This is an optimization exercise on Yosys and OpenROAD, whose aim is small area and a short achievable clock period, not a production implementation. In this exercise RTL edits were held to simulation tests only and were not proved equivalent to the original. Power figures rest on the tool's default switching activity, not on a simulated workload.

==> flow/design.v (excerpt) <==
module fifo(clk,res,wr_en,rd_en,wdata,rdata,empty,full,overflow,underflow);
Size in the first run: ~1900 cells after synthesis, roughly 1100 flip-flops, ~72 I/O pins, roughly 39000 µm² of cells after synthesis.
==> flow/config.mk <==
export PLATFORM = sky130hd
export DESIGN_NAME = fifo
export DESIGN_NICKNAME = fifo
export VERILOG_FILES = /design/flow/design.v
export SDC_FILE = /design/flow/constraint.sdc
export NUM_CORES = 4
export LEC_CHECK = 0
export CAP_MARGIN = 20
export CORE_MARGIN = 2
export CORE_UTILIZATION = 60
export CTS_CLUSTER_DIAMETER = 100
export CTS_CLUSTER_SIZE = 30
export PLACE_DENSITY = 0.72
export SETUP_SLACK_MARGIN = 3.5
export SLEW_MARGIN = 20
export SYNTH_HIERARCHICAL = 1
export SYNTH_MINIMUM_KEEP_SIZE = 0
==> flow/constraint.sdc <==
create_clock -name core_clock -period 6.0 [get_ports {clk}]
set_input_delay 1.2000 -clock core_clock [delete_from_list [all_inputs] [get_ports {clk}]]
set_output_delay 1.2000 -clock core_clock [all_outputs]
set_load 0.01 [all_outputs]
standard.sh (not shown) runs the stock make flow with config.mk's settings and CLKGATE_MAP_FILE= SYNTH_SCRIPT=/design/flow/synth_recipe.tcl, a recipe that flattens the netlist after the stock synthesis.
==> flow/flow/run.sh <==
#!/bin/bash
# Standard synthesis, then the standard ORFS layout with the I/O port buffers
# made from sky130_fd_sc_hd__buf_2 instead of the tool's default pick (a delay cell).
set -euo pipefail
bash standard.sh synth > synth_make.log 2>&1
export BUFFER_PORTS_ARGS="-buffer_cell sky130_fd_sc_hd__buf_2"
bash standard.sh finish > layout_make.log 2>&1
Rerun with:
SETUP_SLACK_MARGIN = 3.8   (was 3.5)
The new run finished with timing, DRC and antenna clean; synthesized area does not change; worst setup slack improved by 0.15 ns; via count came out lower by 0.98%; clock-buffer cell count increases by 1.

---

Setup of P:
The RTL this note starts from:
==> flow/design.v <==
module fifo(clk,res,wr_en,rd_en,wdata,rdata,empty,full,overflow,underflow);
	parameter WIDTH=32;
	parameter FIFO_SIZE=32;
	parameter PTR_WIDTH=$clog2(FIFO_SIZE);
	localparam HALF=WIDTH/2;
	localparam NGO=8;             
	input clk,res,wr_en,rd_en;
	input [WIDTH-1:0]wdata;
	output reg empty,full,overflow,underflow;
	output reg[WIDTH-1:0]rdata;
	reg[PTR_WIDTH-1:0]wr_ptr,rd_ptr;
	reg[FIFO_SIZE-1:0]rd_sel;     
	reg nfull, nempty;
	wire do_r = rd_en & nempty;
	wire [PTR_WIDTH-1:0] wr_inc = wr_ptr + 1'b1;
	wire [PTR_WIDTH-1:0] rd_inc = rd_ptr + 1'b1;
	wire [NGO-1:0] go;
	wire do_w = go[0];
	genvar b, g, k;
	generate
		for (g = 0; g < NGO; g = g + 1) begin : wgo
			fifo_and2 u (.a(wr_en), .b(nfull), .y(go[g]));
		end
	endgenerate
	wire [3:0] pa;
	wire [7:0] pb;
	fifo_dec2 upa (.a(wr_ptr[1:0]), .y(pa));
	fifo_dec3 upb (.a(wr_ptr[4:2]), .y(pb));
	wire [WIDTH-1:0] word [FIFO_SIZE-1:0];
	generate
		for (k = 0; k < FIFO_SIZE; k = k + 1) begin : w
			wire we_lo, we_hi;
			fifo_and3 ul (.a(go[(2*k)%NGO]), .b(pa[k%4]), .c(pb[k/4]), .y(we_lo));
			fifo_and3 uh (.a(go[(2*k+1)%NGO]), .b(pa[k%4]), .c(pb[k/4]), .y(we_hi));
			reg [WIDTH-1:0] q;
			always @(posedge clk) begin
				if (we_lo) q[HALF-1:0] <= wdata[HALF-1:0];
				if (we_hi) q[WIDTH-1:HALF] <= wdata[WIDTH-1:HALF];
			end
			assign word[k] = q;
		end
	endgenerate
	wire [WIDTH-1:0] rd_word_n;
	generate
		for (b = 0; b < WIDTH; b = b + 1) begin : rbit
			wire [9:0] n;
			for (g = 0; g < 10; g = g + 1) begin : grp
				fifo_aoi222 u (.a1(rd_sel[3*g]), .a2(word[3*g][b]),
				               .b1(rd_sel[3*g+1]), .b2(word[3*g+1][b]),
				               .c1(rd_sel[3*g+2]), .c2(word[3*g+2][b]), .y(n[g]));
			end
			wire n30, n31;
			fifo_nand2 u30 (.a(rd_sel[30]), .b(word[30][b]), .y(n30));
			fifo_nand2 u31 (.a(rd_sel[31]), .b(word[31][b]), .y(n31));
			wire o0, o1, o2;
			fifo_nand4 u11 (.a(n[0]), .b(n[1]), .c(n[2]), .d(n[3]), .y(o0));
			fifo_nand4 u12 (.a(n[4]), .b(n[5]), .c(n[6]), .d(n[7]), .y(o1));
			fifo_nand4 u13 (.a(n[8]), .b(n[9]), .c(n30), .d(n31), .y(o2));
			fifo_nor3 u14 (.a(o0), .b(o1), .c(o2), .y(rd_word_n[b]));
		end
	endgenerate
	always @(posedge clk) begin
		if (res) begin
			wr_ptr <= 0;
			rd_ptr <= 0;
			rd_sel <= 1;
			empty <= 1'b1;
			nempty <= 1'b0;
			full <= 1'b0;
			nfull <= 1'b1;
			overflow <= 1'b0;
			underflow <= 1'b0;
			rdata <= 0;
		end else begin
			if (do_w) wr_ptr <= wr_inc;
			if (do_r) begin
				rd_ptr <= rd_inc;
				rd_sel <= {rd_sel[FIFO_SIZE-2:0], rd_sel[FIFO_SIZE-1]};
				rdata <= ~rd_word_n;
			end
			if (wr_en & ~nfull) overflow <= 1'b1;
			if (rd_en & ~nempty) underflow <= 1'b1;
			if (do_w) begin
				empty <= 1'b0;
				nempty <= 1'b1;
			end else if (do_r) begin
				empty <= (rd_inc == wr_ptr);
				nempty <= (rd_inc != wr_ptr);
			end
			if (do_r) begin
				full <= 1'b0;
				nfull <= 1'b1;
			end else if (do_w) begin
				full <= (wr_inc == rd_ptr);
				nfull <= (wr_inc != rd_ptr);
			end
		end
	end
endmodule
module fifo_and2(a,b,y);
	input a,b;
	output y;
	assign y = a & b;
endmodule
module fifo_and3(a,b,c,y);
	input a,b,c;
	output y;
	assign y = a & b & c;
endmodule
module fifo_dec2(a,y);
	input [1:0] a;
	output [3:0] y;
	assign y = 4'd1 << a;
endmodule
module fifo_dec3(a,y);
	input [2:0] a;
	output [7:0] y;
	assign y = 8'd1 << a;
endmodule
module fifo_nand2(a,b,y);
	input a,b;
	output y;
	assign y = ~(a & b);
endmodule
module fifo_nand4(a,b,c,d,y);
	input a,b,c,d;
	output y;
	assign y = ~(a & b & c & d);
endmodule
module fifo_aoi222(a1,a2,b1,b2,c1,c2,y);
	input a1,a2,b1,b2,c1,c2;
	output y;
	assign y = ~((a1 & a2) | (b1 & b2) | (c1 & c2));
endmodule
module fifo_nor3(a,b,c,y);
	input a,b,c;
	output y;
	assign y = ~(a | b | c);
endmodule
==> flow/config.mk <==
export PLATFORM = sky130hd
export DESIGN_NAME = fifo
export DESIGN_NICKNAME = fifo
export VERILOG_FILES = /design/flow/design.v
export SDC_FILE = /design/flow/constraint.sdc
export NUM_CORES = 4
export LEC_CHECK = 0
export CAP_MARGIN = 20
export CORE_MARGIN = 2
export CORE_UTILIZATION = 66
export CTS_CLUSTER_DIAMETER = 100
export CTS_CLUSTER_SIZE = 30
export PLACE_DENSITY = 0.76
export SETUP_SLACK_MARGIN = 3.8
export SLEW_MARGIN = 20
export SYNTH_HIERARCHICAL = 1
export SYNTH_MINIMUM_KEEP_SIZE = 0
==> flow/constraint.sdc <==
create_clock -name core_clock -period 6.0 [get_ports {clk}]
set_input_delay 1.2000 -clock core_clock [delete_from_list [all_inputs] [get_ports {clk}]]
set_output_delay 1.2000 -clock core_clock [all_outputs]
set_load 0.01 [all_outputs]
Scripts as last shown in full above: flow/flow/run.sh
Every stage of the flow completed for P, and the final layout passed the timing, design-rule and antenna checks.
Inputs modified between P and Q:
- PLACE_DENSITY now 0.72, was 0.76
- SETUP_SLACK_MARGIN now 3.65, was 3.8
- CORE_UTILIZATION now 60, was 66
Findings:
Between Q and P, final net count is lower for Q, P comes in above that. Between Q and P, it is Q whose met3 global-route usage is higher, by 0.31 points. From P to Q the numbers moved as follows: post-synthesis compound-gate area fraction neither gained nor lost much, final area lost 0.65%, die outline width picked up an extra 4.8%. Count of placed standard cells including taps for Q: 2.9% up relative to P. The run showing the smaller worst setup slack is Q. Comparing antenna diode count for Q and P, the bigger number came from Q. Run comparison: P worst-path cell with the longest stage delay sky130_fd_sc_hd__dfxtp_4; Q worst-path cell with the longest stage delay sky130_fd_sc_hd__nor3_4. Q against P; non-clock buffer count is down by a little under 10%.
The inputs of R differ from those of Q as listed below.
- a change of SETUP_SLACK_MARGIN from 3.65 to 3.8
--- outcome ---
Diff R..Q | number of buffer cells added on primary ports | unchanged. Summary: routed wire length, R better than Q. The total power on R is in line with that on Q. rdata[16] as the destination of the critical timing path was reported by Q, and overflow by R. A slowest cell on the critical path of sky130_fd_sc_hd__dfxtp_4 is what R shows, while sky130_fd_sc_hd__nor3_4 belongs to Q. The run showing the smaller share of final-layout standard cells stronger than drive strength 1 is Q. The start point of the critical path comes out rd_sel[26] in one run and overflow in the other, namely in Q and R respectively. Routing usage on met2: R vs Q up 1.6 points.

---

fifo, a different RTL version from the one above (not shown whole).
For scale: ~1800 cells after synthesis, roughly 0.037 mm² of cells after synthesis.
Design fifo, start of the top module:
module fifo(clk,res,wr_en,rd_en,wdata,rdata,empty,full,overflow,underflow);
Settings: LEC_CHECK=0, CAP_MARGIN=20, CORE_MARGIN=2, CORE_UTILIZATION=50, PLACE_DENSITY=0.65, SETUP_SLACK_MARGIN=3.3, SLEW_MARGIN=20, SYNTH_HIERARCHICAL=1, SYNTH_MINIMUM_KEEP_SIZE=0; clock period 6.0 ns.
run.sh (not shown) runs the stock make flow with config.mk's settings and CLKGATE_MAP_FILE= SYNTH_SCRIPT=/design/flow/synth_recipe.tcl, a recipe that flattens the netlist after the stock synthesis.
Stock flow here: none of the scripts above is used.
Change:
==> flow/flow/run.sh (new file) <==
#!/bin/bash
# Standard synthesis, then the standard ORFS layout with the I/O port buffers
# made from sky130_fd_sc_hd__buf_2 instead of the tool's default pick (a delay cell).
set -euo pipefail
bash standard.sh synth > synth_make.log 2>&1
export BUFFER_PORTS_ARGS="-buffer_cell sky130_fd_sc_hd__buf_2"
bash standard.sh finish > layout_make.log 2>&1
==> flow/standard.sh (new file) <==
#!/bin/bash
# synth_recipe.tcl (not shown) runs the flow's synth.tcl, then flattens the netlist and writes it again
# the make line also repeats each setting of config.mk as NAME=value (left out here)
make -C /OpenROAD-flow-scripts/flow DESIGN_CONFIG=/design/flow/config.mk WORK_HOME=/design/flow/orfs CLKGATE_MAP_FILE= SYNTH_SCRIPT=/design/flow/synth_recipe.tcl "${@:-finish}"
removed: flow/run.sh
Effect:
- The changed run completed without violations
- core utilization goes down by 1.4 points
- synthesized cell count does not change
- routed wire length goes down by a few percent
- area after synthesis is unchanged
- cell count came out lower slightly
- critical path depth falls by 4
- non-clock buffer count is lower by 44
- clock-buffer cell count came out higher by 8
- worst setup slack gets worse by 560 ps

-- separate check: timing with driven ports --
The flow's constraints put no driver on any port. The routed layouts listed below were extracted and timed again, unchanged, in two steps.
Step 1 assumes that a clkbuf_16 drives the clock port and a buf_2 every other input.
Step 2 adds t to the input delays and takes it off the output delays; t is the mean of the earliest and latest rising clock arrival at the registers after step 1. Input paths then give back, and output paths get back, about the clock's delay inside the block.
Slacks: no drivers / after step 1 / after step 2; pairs: no drivers / after step 1.
run	shift t [ns]	setup WS [ns]	latest minus earliest clock arrival (ns)	slew at the worst register clock pin (ns)	worst data-port slew with drivers (ns)
the first run of note 1	0.685	3.488 / 3.493 / 2.808	0.019 / 0.019	0.11 / 0.11	0.06
the second run of note 1	0.684	3.637 / 3.573 / 3.133	0.022 / 0.023	0.11 / 0.11	0.07
P	0.684	3.664 / 3.602 / 3.164	0.026 / 0.026	0.12 / 0.12	0.05
Q	0.682	3.635 / 3.589 / 3.003	0.029 / 0.029	0.11 / 0.11	0.10
R	0.684	3.659 / 3.593 / 3.134	0.040 / 0.040	0.12 / 0.12	0.11
the first run of note 3	0.722	3.170 / 3.170 / 2.633	0.043 / 0.043	0.07 / 0.07	0.05
the second run of note 3	0.737	2.613 / 2.661 / 1.924	0.036 / 0.036	0.07 / 0.07	0.04
After both steps every run listed still meets setup and hold. The setup slack of the second run of note 3, which loses most, moves by +0.048 ns with the drivers and by -0.689 ns with both steps.
